This is an optimization exercise on Yosys and OpenROAD, whose aim is small area and a short achievable clock period, not a production implementation. Function was checked by simulation only, so behaviour that the tests miss may differ from the original.

v45:
## processor
module processor(clk, rst, i_dataValid, i_packet, o_answer);
  input clk;
  input rst;
  input i_dataValid;
  input [31:0] i_packet;
  output reg [31:0] o_answer;
  reg [6:0] rf;
  reg f;
  wire dir = i_packet[31];
  wire [30:0] v;
  wire [3:0] g;
  gctl uc0 (.vld(i_dataValid), .rst(rst), .g(g[0]));
  gctl uc1 (.vld(i_dataValid), .rst(rst), .g(g[1]));
  gctl uc2 (.vld(i_dataValid), .rst(rst), .g(g[2]));
  gctl uc3 (.vld(i_dataValid), .rst(rst), .g(g[3]));
  gate8 ug0 (.d(i_packet[7:0]), .g(g[0]), .q(v[7:0]));
  gate8 ug1 (.d(i_packet[15:8]), .g(g[1]), .q(v[15:8]));
  gate8 ug2 (.d(i_packet[23:16]), .g(g[2]), .q(v[23:16]));
  gate8 ug3 (.d({1'b0, i_packet[30:24]}), .g(g[3]), .q({nc_unused, v[30:24]}));
  wire nc_unused;
  wire [31:0] a = o_answer;
  wire [6:0] rneg = (rf == 7'd0) ? 7'd0 : 7'd100 - rf;
  wire [6:0] rin1 = f ? rf : rneg;        
  wire [6:0] rin0 = f ? rneg : rf;        
  wire [6:0] rin = dir ? rin1 : rin0;
  wire [9:0] c0 = v[11:2];
  wire [9:0] c1 = v[21:12];
  wire [8:0] c2 = v[30:22];
  wire [9:0] c1n = ~c1;
  wire [8:0] c2n = ~c2;
  wire [2:0] uq = {1'b0, v[1:0]} + {1'b0, rin[1:0]};
  wire cc = uq[2];
  wire ns_1, nc_2;
  fa uns_1 (.a(c0[0]), .b(c1n[0]), .c(c2[0]), .s(ns_1), .co(nc_2));
  ...
Size in the first run: ~7000 um^2 of cells after synthesis.
Settings: LEC_CHECK=0, CAP_MARGIN=20, CORE_MARGIN=2, CORE_UTILIZATION=60, SLEW_MARGIN=20, SYNTH_HIERARCHICAL=1; clock period 42.0 ns.
standard.sh (not shown) runs the stock make flow with config.mk's settings and CLKGATE_MAP_FILE= SYNTH_SCRIPT=/design/flow/synth_recipe.tcl, a recipe that flattens the netlist after the stock synthesis.
==> flow/flow/run.sh <==
#!/bin/bash
# Standard layout, with plain buf_1 cells as the buffers that every input and output port gets,
# and timing repair asked to keep 25 ns of setup slack (a 17 ns path) so that the resizer
# buffers and sizes the critical path instead of leaving minimum-size gates on it.
set -euo pipefail
export BUFFER_PORTS_ARGS="-buffer_cell sky130_fd_sc_hd__buf_1"
export SETUP_SLACK_MARGIN=25
bash standard.sh > standard.log 2>&1
v45: PASS, flow complete, no timing, DRC or antenna violations
Input-level comparison between v8 and v45:
==> flow/flow/run.sh <==
#!/bin/bash
# Standard layout, with plain buf_1 cells as the buffers that every input and output port gets,
# and timing repair asked to keep 29 ns of setup slack (a 13 ns path) so that the resizer
# buffers and sizes the critical path instead of leaving minimum-size gates on it.
set -euo pipefail
export BUFFER_PORTS_ARGS="-buffer_cell sky130_fd_sc_hd__buf_1"
export SETUP_SLACK_MARGIN=29
bash standard.sh > standard.log 2>&1
==> results.txt <==
Compared to v45, v8 has routability-driven placement congestion ratio about 1% higher. Run comparison: v45 slowest cell on the critical path xor2_1; v8 slowest cell on the critical path fa_2. For final cell area excluding filler cells, dividing the value from v45 by the value from v8 gives 0.853.
#### Input delta (v31 over v8)
==> flow/flow/run.sh <==
#!/bin/bash
# Standard layout, with plain buf_1 cells (instead of the default delay buffers) as the
# buffers that every input and output port gets.
set -euo pipefail
export BUFFER_PORTS_ARGS="-buffer_cell sky130_fd_sc_hd__buf_1"
bash standard.sh > standard.log 2>&1
### Flow results
Compared with v8, in v31 number of global-route vias before repair -about 12%, critical path depth in cells decreased by 6.9% relative to the old numbers, met1 capacity usage during global routing fell by 3.5 points, filler cell count climbed about 24%.

---

Setup of alpha:
processor again, from the RTL that the note above started with.
## processor
module processor(clk, rst, i_dataValid, i_packet, o_answer);
clock: 42.0 ns
lec_check: 0
cap_margin: 20
core_margin: 2
core_utilization: 60
slew_margin: 20
synth_hierarchical: 1
==> flow/flow/run.sh <==
#!/bin/bash
# Standard layout, with plain buf_1 cells as the buffers that every input and output port gets,
# and timing repair asked to keep 26 ns of setup slack (a 16 ns path) so that the resizer
# buffers and sizes the critical path instead of leaving minimum-size gates on it.
set -euo pipefail
export BUFFER_PORTS_ARGS="-buffer_cell sky130_fd_sc_hd__buf_1"
export SETUP_SLACK_MARGIN=26
bash standard.sh > standard.log 2>&1
alpha completed; timing, DRC and antenna clean
diff inputs: alpha => beta
diff --git a/flow/flow/run.sh b/flow/flow/run.sh
--- a/flow/flow/run.sh
+++ b/flow/flow/run.sh
@@ -3 +3 @@
-# and timing repair asked to keep 26 ns of setup slack (a 16 ns path) so that the resizer
+# and timing repair asked to keep 27 ns of setup slack (a 15 ns path) so that the resizer
@@ -7 +7 @@
-export SETUP_SLACK_MARGIN=26
+export SETUP_SLACK_MARGIN=27
--- outcome ---
Worst endpoint required time was higher in beta than in alpha.
Diff alpha -> beta: register-to-register setup slack went up by 0.57 ns, via density per instance went up by about 0.3%.
The lower via count of alpha and beta is in alpha.
Changes in gamma relative to beta:
# beta
export LEC_CHECK = 0
export CAP_MARGIN = 20
export CORE_MARGIN = 2
export CORE_UTILIZATION = 60
export SLEW_MARGIN = 20
export SYNTH_HIERARCHICAL = 1
create_clock -name core_clock -period 42.0 [get_ports {clk}]
# gamma
export LEC_CHECK = 0
export CAP_MARGIN = 20
export CORE_MARGIN = 2
export CORE_UTILIZATION = 75
export SLEW_MARGIN = 20
export SYNTH_HIERARCHICAL = 1
create_clock -name core_clock -period 42.0 [get_ports {clk}]
Notes after the runs:
Final cell area: gamma below beta
Summary of gamma over beta: final cell count fell 33; ratio of cells with drive above 1 in the final layout +0.15 points.
Diff gamma and beta: overall routing resource usage higher in gamma
Relative to beta, sum of routed wire length over all layers has increased by about 6% in gamma.
Across both runs, final period utilization was higher for gamma than for beta.
Relative to beta, core utilization has increased by 16 points in gamma.
Compared with beta, gamma has less setup slack.

---

Another version of the RTL of processor (not shown whole).
Size in the first run: about 67 I/O pins, roughly 6200 um^2 of cells after synthesis.
Settings: LEC_CHECK=0, CAP_MARGIN=20, CORE_MARGIN=2, CORE_UTILIZATION=60, SLEW_MARGIN=20, SYNTH_HIERARCHICAL=1; clock period 42.0 ns.
==> flow/flow/run.sh <==
#!/bin/bash
# Standard layout, with plain buf_1 cells as the buffers that every input and output port gets,
# and timing repair asked to keep 26 ns of setup slack (a 16 ns path) so that the resizer
# buffers and sizes the critical path instead of leaving minimum-size gates on it.
set -euo pipefail
export BUFFER_PORTS_ARGS="-buffer_cell sky130_fd_sc_hd__buf_1"
export SETUP_SLACK_MARGIN=26
bash standard.sh > standard.log 2>&1
Rerun with:
==> flow/flow/run.sh (replaced) <==
#!/bin/bash
# Standard layout, with plain buf_1 cells (instead of the default delay buffers) as the
# buffers that every input and output port gets.
set -euo pipefail
export BUFFER_PORTS_ARGS="-buffer_cell sky130_fd_sc_hd__buf_1"
bash standard.sh > standard.log 2>&1
Outcome: The changed run completed with no timing, DRC or antenna violations. Non-clock buffer count shrinks by 7. Global-route usage stays flat. Wire length went down by 0.82%. Critical path depth stays the same. Maximum frequency shrinks by 4.2%.

---

Another version of the RTL of processor (not shown whole).
Size in the first run: ~67 I/O pins, about 6200 um^2 of cells after synthesis.
==> flow/config.mk <==
export PLATFORM = sky130hd
export DESIGN_NAME = processor
export DESIGN_NICKNAME = processor
export VERILOG_FILES = /design/flow/design.v
export SDC_FILE = /design/flow/constraint.sdc
export NUM_CORES = 4
export LEC_CHECK = 0
export CAP_MARGIN = 20
export CORE_MARGIN = 2
export CORE_UTILIZATION = 60
export SLEW_MARGIN = 20
export SYNTH_HIERARCHICAL = 1
==> flow/constraint.sdc <==
create_clock -name core_clock -period 42.0 [get_ports {clk}]
set_input_delay 8.4000 -clock core_clock [delete_from_list [all_inputs] [get_ports {clk}]]
set_output_delay 8.4000 -clock core_clock [all_outputs]
set_load 0.01 [all_outputs]
==> flow/flow/run.sh <==
#!/bin/bash
# Standard layout, with plain buf_1 cells as the buffers that every input and output port gets,
# and timing repair asked to keep 27 ns of setup slack (a 15 ns path) so that the resizer
# buffers and sizes the critical path instead of leaving minimum-size gates on it.
set -euo pipefail
export BUFFER_PORTS_ARGS="-buffer_cell sky130_fd_sc_hd__buf_1"
export SETUP_SLACK_MARGIN=27
bash standard.sh > standard.log 2>&1
The starting point passed the timing, design-rule and antenna checks.
Edit:
==> flow/flow/run.sh (replaced) <==
#!/bin/bash
# Standard layout, with plain buf_1 cells as the buffers that every input and output port gets,
# and timing repair asked to keep 25.5 ns of setup slack (a 16.5 ns path) so that the resizer
# buffers and sizes the critical path instead of leaving minimum-size gates on it.
set -euo pipefail
export BUFFER_PORTS_ARGS="-buffer_cell sky130_fd_sc_hd__buf_1"
export SETUP_SLACK_MARGIN=25.5
bash standard.sh > standard.log 2>&1
=> The new run passed the timing, design-rule and antenna checks; final cell count fell by 5.7%; register-to-register slack got worse by 0.79 ns; die area is unchanged; maximum frequency fell by 6.8%.
Edit:
==> flow/flow/run.sh (replaced) <==
#!/bin/bash
# Standard layout, with plain buf_1 cells as the buffers that every input and output port gets,
# and timing repair asked to keep 26.5 ns of setup slack (a 15.5 ns path) so that the resizer
# buffers and sizes the critical path instead of leaving minimum-size gates on it.
set -euo pipefail
export BUFFER_PORTS_ARGS="-buffer_cell sky130_fd_sc_hd__buf_1"
export SETUP_SLACK_MARGIN=26.5
bash standard.sh > standard.log 2>&1
=> The changed run completed without violations. Worst setup slack improved by 0.76 ns. Global-route usage hardly moves. Sequential share of layout area decreases by 0.58 points. Die area is unchanged. Cell area increases by 5.1%. First-iteration DRC count increases by 2.9%. Synthesized cell count does not change. Routed wire length increases by 5.0%.
Edit:
==> flow/flow/run.sh (replaced) <==
#!/bin/bash
# Standard layout, with plain buf_1 cells (instead of the default delay buffers) as the
# buffers that every input and output port gets.
set -euo pipefail
export BUFFER_PORTS_ARGS="-buffer_cell sky130_fd_sc_hd__buf_1"
bash standard.sh > standard.log 2>&1
- The new run completed with no timing, DRC or antenna violations
- worst setup slack loses 0.76 ns
- routed wire length is lower by a few percent
- utilization is lower by 3.3 points
- clock-buffer cell count does not change
- die area is unchanged
- synthesized cell count stays the same
- hold slack barely changes
- register-to-register slack loses 0.45 ns
- fmax is lower by a few percent

-- separate check: timing with driven ports --
The results above use ideal ports. As a check the final layouts listed here were re-extracted and re-timed, cells and wires unchanged.
Step 1: set_driving_cell puts a clkbuf_16 on clk and a buf_2 on each other input, an assumption about the parent block.
Step 2 moves the port delays by t, midway between the first and last clock arrival at a register: inputs arrive t later, outputs are due t later. That takes back most of the time a late clock gives input paths.
Three values: ideal ports, drivers, drivers and shift; two values: the first two.
| run | t, ns | slack for setup (ns) | slew at the worst register clock pin (ns) |
|---|---|---|---|
| v45 | 0.338 | 25.854 / 25.876 / 25.538 | 0.07 / 0.07 |
| v8 | 0.333 | 27.513 / 27.515 / 27.183 | 0.06 / 0.06 |
| v31 | 0.338 | 25.854 / 25.876 / 25.538 | 0.07 / 0.07 |
| alpha | 0.338 | 26.454 / 26.473 / 26.135 | 0.07 / 0.07 |
| beta | 0.339 | 27.155 / 27.179 / 26.840 | 0.07 / 0.07 |
| gamma | 0.339 | 27.046 / 27.062 / 26.723 | 0.10 / 0.10 |
| the first run of note 3 | 0.349 | 26.359 / 26.373 / 26.024 | 0.10 / 0.10 |
| the second run of note 3 | 0.347 | 25.672 / 25.683 / 25.336 | 0.10 / 0.10 |
| the first run of note 4 | 0.343 | 27.076 / 27.068 / 26.726 | 0.09 / 0.09 |
| the second run of note 4 | 0.353 | 25.985 / 25.998 / 25.645 | 0.09 / 0.09 |
| the third run of note 4 | 0.353 | 26.745 / 26.758 / 26.405 | 0.09 / 0.09 |
| the fourth run of note 4 | 0.353 | 25.985 / 25.998 / 25.645 | 0.09 / 0.09 |
After both steps every run listed still meets setup and hold. The setup slack of the first run of note 4, which loses most, moves by -0.008 ns with the drivers and by -0.350 ns with both steps.
